Background: an optimization exercise with open tools, aiming at small area. Do not read the settings as production practice.
The RTL was checked by simulation tests, not by an equivalence proof against the original design.
The clock port is modelled as an ideal driver, which makes a skipped or thinned clock tree look cheaper than it is; a real chip needs a root buffer or a tree.
Power is estimated from default activity; no workload was simulated.

## the previous run
==> flow/design.v <==
module graphics(
	input             vgaclk,
	input      [63:0] grid_flat,
	input      [6:0]  x,
	input      [6:0]  y,
	output     [3:0]  red,
	output     [3:0]  green,
	output     [3:0]  blue
);
	wire [3:0] v = grid_flat[{y[5:4], x[5:4], 2'b00} +: 4];
	wire       gv;
	wire [2:0] gi;
	assign gi[0] =
		  (~y[3] & ~v[0] & v[1] & ~v[2])
		| (x[3] & ~v[0] & v[1])
		| (~x[3] & ~v[1] & v[2])
		| (~x[3] & ~y[3] & v[0] & v[2])
		| (x[3] & ~y[3] & v[0] & v[3])
		| (~x[3] & y[3] & v[0] & v[1] & v[3]);
	assign gi[1] =
		  (~x[3] & v[0] & v[1] & ~v[3])
		| (~x[3] & ~v[0] & ~v[1] & v[2])
		| (x[3] & ~y[3] & v[3])
		| (~y[3] & v[0] & ~v[1] & v[3])
		| (x[3] & v[0] & v[3])
		| (~y[3] & ~v[0] & v[1] & v[3]);
	assign gi[2] =
		  (x[3] & ~v[0] & ~v[1])
		| (y[3] & ~v[0] & ~v[1])
		| (~x[3] & v[0] & ~v[1] & v[2])
		| (~x[3] & ~v[0] & v[1] & v[2])
		| (~x[3] & ~y[3] & v[0] & ~v[1] & v[3])
		| (x[3] & ~y[3] & v[1] & v[3]);
	assign gv =
		  (~x[3] & ~y[3] & v[0])
		| (~x[3] & ~y[3] & v[1])
		| (~y[3] & v[2])
		| (~x[3] & v[0] & v[1] & v[2])
		| (~y[3] & v[3])
		| (~x[3] & v[3])
		| (v[1] & v[3]);
	reg [7:0] grow;
	always @* begin
		case ({gi, y[2:0]})
			6'd1: grow = 8'b00011000;
			6'd2: grow = 8'b00100100;
			6'd3: grow = 8'b00100000;
			6'd4: grow = 8'b00010000;
			6'd5: grow = 8'b00001000;
			6'd6: grow = 8'b00111100;
			6'd9: grow = 8'b00110000;
			6'd10: grow = 8'b00101000;
			6'd11: grow = 8'b00100100;
			6'd12: grow = 8'b01111100;
			6'd13: grow = 8'b00100000;
			6'd14: grow = 8'b00100000;
			6'd17: grow = 8'b00111100;
			6'd18: grow = 8'b00100100;
			6'd19: grow = 8'b00100100;
			6'd20: grow = 8'b00111100;
			6'd21: grow = 8'b00100100;
			6'd22: grow = 8'b00111100;
			6'd25: grow = 8'b00010000;
			6'd26: grow = 8'b00011000;
			6'd27: grow = 8'b00010100;
			6'd28: grow = 8'b00010000;
			6'd29: grow = 8'b00010000;
			6'd30: grow = 8'b00111100;
			6'd33: grow = 8'b00111100;
			6'd34: grow = 8'b00000100;
			6'd35: grow = 8'b00000100;
			6'd36: grow = 8'b00111100;
			6'd37: grow = 8'b00100100;
			6'd38: grow = 8'b00111100;
			6'd41: grow = 8'b00111100;
			6'd42: grow = 8'b00100000;
			6'd43: grow = 8'b00100000;
			6'd44: grow = 8'b00111100;
			6'd45: grow = 8'b00100000;
			6'd46: grow = 8'b00111100;
			6'd49: grow = 8'b00111100;
			6'd50: grow = 8'b00000100;
			6'd51: grow = 8'b00000100;
			6'd52: grow = 8'b00111100;
			6'd53: grow = 8'b00100000;
			6'd54: grow = 8'b00111100;
			6'd57: grow = 8'b00111100;
			6'd58: grow = 8'b00100100;
			6'd59: grow = 8'b00100100;
			6'd60: grow = 8'b00100100;
			6'd61: grow = 8'b00100100;
			6'd62: grow = 8'b00111100;
			default: grow = 8'd0;
		endcase
	end
	wire pix = gv & grow[x[2:0]];
	wire black = x[6] | y[6] | pix;
	reg [3:0] code;
	always @(posedge vgaclk)
		code <= {v[3] | black, v[2] | black, v[1:0]};
	wire red_hi = (code == 4'd0) | (code == 4'd1) | (code == 4'd2) | (code == 4'd3) | (code == 4'd4) | (code == 4'd10) | (code == 4'd11);
	wire red_lo = (code == 4'd0) | (code == 4'd1) | (code == 4'd2) | (code == 4'd3) | (code == 4'd11);
	wire green_hi = (code == 4'd0) | (code == 4'd2) | (code == 4'd3) | (code == 4'd4) | (code == 4'd5) | (code == 4'd6) | (code == 4'd7) | (code == 4'd8);
	wire green_lo = (code == 4'd0) | (code == 4'd3) | (code == 4'd4) | (code == 4'd5) | (code == 4'd6) | (code == 4'd7);
	wire blue_hi = (code == 4'd0) | (code == 4'd6) | (code == 4'd7) | (code == 4'd8) | (code == 4'd9) | (code == 4'd10) | (code == 4'd11);
	wire blue_lo = (code == 4'd0) | (code == 4'd7) | (code == 4'd8) | (code == 4'd9) | (code == 4'd10) | (code == 4'd11);
	assign red = {red_hi, {3{red_lo}}};
	assign green = {green_hi, {3{green_lo}}};
	assign blue = {blue_hi, {3{blue_lo}}};
endmodule
module vga(
	input            vgaclk,
	input            rst,       
	output reg [6:0] hq,
	output reg [2:0] hr,
	output reg [6:0] vq,
	output reg [2:0] vr,
	output           hsync,
	output           vsync
);
	wire hr_wrap   = hr[2] & hr[1];                           
	wire line_end  = hq[6] & hq[5] & hq[4] & hq[1] & (hr == 3'd1);  
	wire vr_wrap   = vr[2] & vr[1];                           
	wire frame_end = vq[6] & vq[3] & vq[1] & vr_wrap;         
	always @(posedge vgaclk) begin
		if (!rst || line_end) begin
			hq <= 7'd0;
			hr <= 3'd0;
		end else if (hr_wrap) begin
			hq <= hq + 7'd1;
			hr <= 3'd0;
		end else begin
			hr <= hr + 3'd1;
		end
		if (!rst || (line_end && frame_end)) begin
			vq <= 7'd0;
			vr <= 3'd0;
		end else if (line_end) begin
			if (vr_wrap) begin
				vq <= vq + 7'd1;
				vr <= 3'd0;
			end else begin
				vr <= vr + 3'd1;
			end
		end
	end
	assign hsync = !((hq > 7'd93 && hq < 7'd107) ||
	                 (hq == 7'd93 && hr >= 3'd5) ||
	                 (hq == 7'd107 && hr <= 3'd2));
	assign vsync = !(vq[6] & ~vq[3] & vq[2] & vq[1] & ~vq[0] & ~vr[2] & ~vr[1]);
endmodule
module display_top (
	input         clk,     
	input         rst_n,   
	input  [63:0] grid,
	output        hsync,
	output        vsync,
	output [3:0]  red,
	output [3:0]  green,
	output [3:0]  blue
);
	wire [6:0] hq, vq;
	wire [2:0] hr, vr;
	vga vga1(clk, rst_n, hq, hr, vq, vr, hsync, vsync);
	graphics graphics1(clk, grid, hq, vq, red, green, blue);
endmodule
==> flow/config.mk <==
export PLATFORM = sky130hd
export DESIGN_NAME = display_top
export DESIGN_NICKNAME = display_top
export VERILOG_FILES = /design/flow/design.v
export SDC_FILE = /design/flow/constraint.sdc
export NUM_CORES = 4
export LEC_CHECK = 0
export CAP_MARGIN = 20
export CORE_MARGIN = 2
export CORE_UTILIZATION = 40
export SLEW_MARGIN = 20
==> flow/constraint.sdc <==
create_clock -name core_clock -period 39.7 [get_ports {clk}]
set_input_delay 7.9400 -clock core_clock [delete_from_list [all_inputs] [get_ports {clk}]]
set_output_delay 7.9400 -clock core_clock [all_outputs]
set_load 0.01 [all_outputs]
standard.sh (not shown) runs the stock make flow with config.mk's settings and CLKGATE_MAP_FILE= SYNTH_SCRIPT=/design/flow/synth_recipe.tcl, a recipe that flattens the netlist after the stock synthesis.
==> flow/flow/run.sh <==
#!/bin/bash
# Own layout flow: the standard synthesis, its combinational logic re-mapped
# for area (flip-flops untouched), then the standard ORFS layout with the
# port buffers made of the smallest buffer cell.
set -euo pipefail
WORK=$PWD
FLOWDIR=$WORK/flow
R=$WORK/orfs/results/$FLOW_PLATFORM/display_top/base

bash standard.sh synth > $WORK/std_synth.log 2>&1

cp $R/1_2_yosys.v $WORK/std_netlist.v
LIB=$FLOW_HOME/platforms/sky130hd/lib/sky130_fd_sc_hd__tt_025C_1v80.lib
DU=$(cat $FLOWDIR/dont_use.txt)
# deepsyn is randomised: in each of a few stages, run rounds of it and
# mapping with eight seeds (four at a time) from the best netlist so far,
# and keep the smallest netlist found
NSTAGE=4
NSEED=8
cp $WORK/std_netlist.v $WORK/resynth_in_0.v
BESTA=1e12
for T in $(seq 1 $NSTAGE); do
  for S in $(seq 1 $NSEED); do
    while [ $(jobs -rp | wc -l) -ge 4 ]; do sleep 1; done
    for K in 1 2 3 4; do sed "s/@SEED@/$((T * 100 + S * 10 + K))/" $FLOWDIR/resynth_round.abc; done > $WORK/resynth_${T}_$S.abc
    LIB_FILE=$LIB STD_NETLIST=$WORK/resynth_in_$((T - 1)).v OUT_NETLIST=$WORK/resynth_netlist_${T}_$S.v \
      ABC_SCRIPT=$WORK/resynth_${T}_$S.abc DONT_USE_ARGS="$DU" RESYNTH_STAT=$WORK/resynth_stat_${T}_$S.txt \
      yosys -c $FLOWDIR/resynth.tcl > $WORK/resynth_${T}_$S.log 2>&1 &
  done
  wait
  cp $WORK/resynth_in_$((T - 1)).v $WORK/resynth_in_$T.v
  for S in $(seq 1 $NSEED); do
    A=$(awk '/Chip area/{print $NF}' $WORK/resynth_stat_${T}_$S.txt 2>/dev/null || true)
    if [ -n "$A" ] && [ -s $WORK/resynth_netlist_${T}_$S.v ] && awk -v a="$A" -v b="$BESTA" 'BEGIN{exit !(a < b)}'; then
      BESTA=$A
      cp $WORK/resynth_netlist_${T}_$S.v $WORK/resynth_in_$T.v
      echo "stage $T: seed $S, area $A" >> $WORK/resynth_choice.txt
    fi
  done
done
if [ "$BESTA" = 1e12 ]; then echo "resynthesis failed" >&2; exit 1; fi
cp $WORK/resynth_in_$NSTAGE.v $WORK/resynth_netlist.v
cp $WORK/resynth_netlist.v $R/1_2_yosys.v
rm -f $R/1_synth.odb $R/1_synth.sdc

ARGS=("BUFFER_PORTS_ARGS=-buffer_cell sky130_fd_sc_hd__buf_1"
  "CTS_ARGS=-repair_clock_nets -dont_use_dummy_load -buf_list sky130_fd_sc_hd__clkbuf_8 -root_buf sky130_fd_sc_hd__clkbuf_8")
bash standard.sh "${ARGS[@]}" cts > $WORK/std_place_cts.log 2>&1
CTS_ODB=$R/4_cts.odb CLK_PORT=clk openroad -no_init -exit $FLOWDIR/cts_trim.tcl > $WORK/cts_trim.log 2>&1
bash standard.sh "${ARGS[@]}" finish > $WORK/std_layout.log 2>&1
Other scripts of this flow, unchanged in this note and not shown: flow/flow/cts_trim.tcl, flow/flow/dont_use.txt, flow/flow/resynth.tcl, flow/flow/resynth_round.abc
Here is what was changed in the inputs of the current run compared with the previous run.
diff --git a/flow/flow/run.sh b/flow/flow/run.sh
--- a/flow/flow/run.sh
+++ b/flow/flow/run.sh
@@ -17,3 +17,3 @@
 # and keep the smallest netlist found
-NSTAGE=4
+NSTAGE=6
 NSEED=8
- The current run has completed all stages; timing, DRC and antenna checks passed.
- On sequential cell area share, the lower figure sits with the previous run, not the current run.
- When the current run is set beside the previous run, its largest net degree at the start of global routing turns out to be 4 smaller.
- Comparing the previous run and the current run, the lower number of search-and-repair iterations in the first detailed-routing pass was measured on the previous run.
- The setup slack of the current run is larger than that of the previous run.
- Compared with the previous run, in the current run via count about even; utilization after layout ~0 delta; worst-case hold slack now larger; part of the total power dissipated in combinational logic +0.6 points.
- Looking at highest attainable clock frequency across both flows, the current run is the stronger of the two, with the previous run trailing.

port drivers added, routing unchanged:
Ports are ideal in the flow. The routed layouts listed here were re-timed in OpenROAD.
Step 1 (the two cells are an assumption about what drives the block):
set clk [get_ports {clk}]
set_driving_cell -lib_cell sky130_fd_sc_hd__clkbuf_16 $clk
set_driving_cell -lib_cell sky130_fd_sc_hd__buf_2 [delete_from_list [all_inputs] $clk]
Step 2 adds t to the input delays and takes it off the output delays; t is the mean of the earliest and latest rising clock arrival at the registers after step 1. Input paths then give back, and output paths get back, about the clock's delay inside the block.
Slacks: ideal / step 1 / step 2; pairs: ideal / step 1.
run	t (ns)	slack for setup (ns)	worst slew at a driven data input, ns
the previous run	0.172	28.559 / 28.570 / 28.398	0.05
the current run	0.169	28.885 / 28.897 / 28.727	0.04
After both steps setup and hold are still met in every run listed. For the previous run, which loses most, drivers alone change the setup slack by +0.011 ns; drivers and shift together by -0.161 ns.
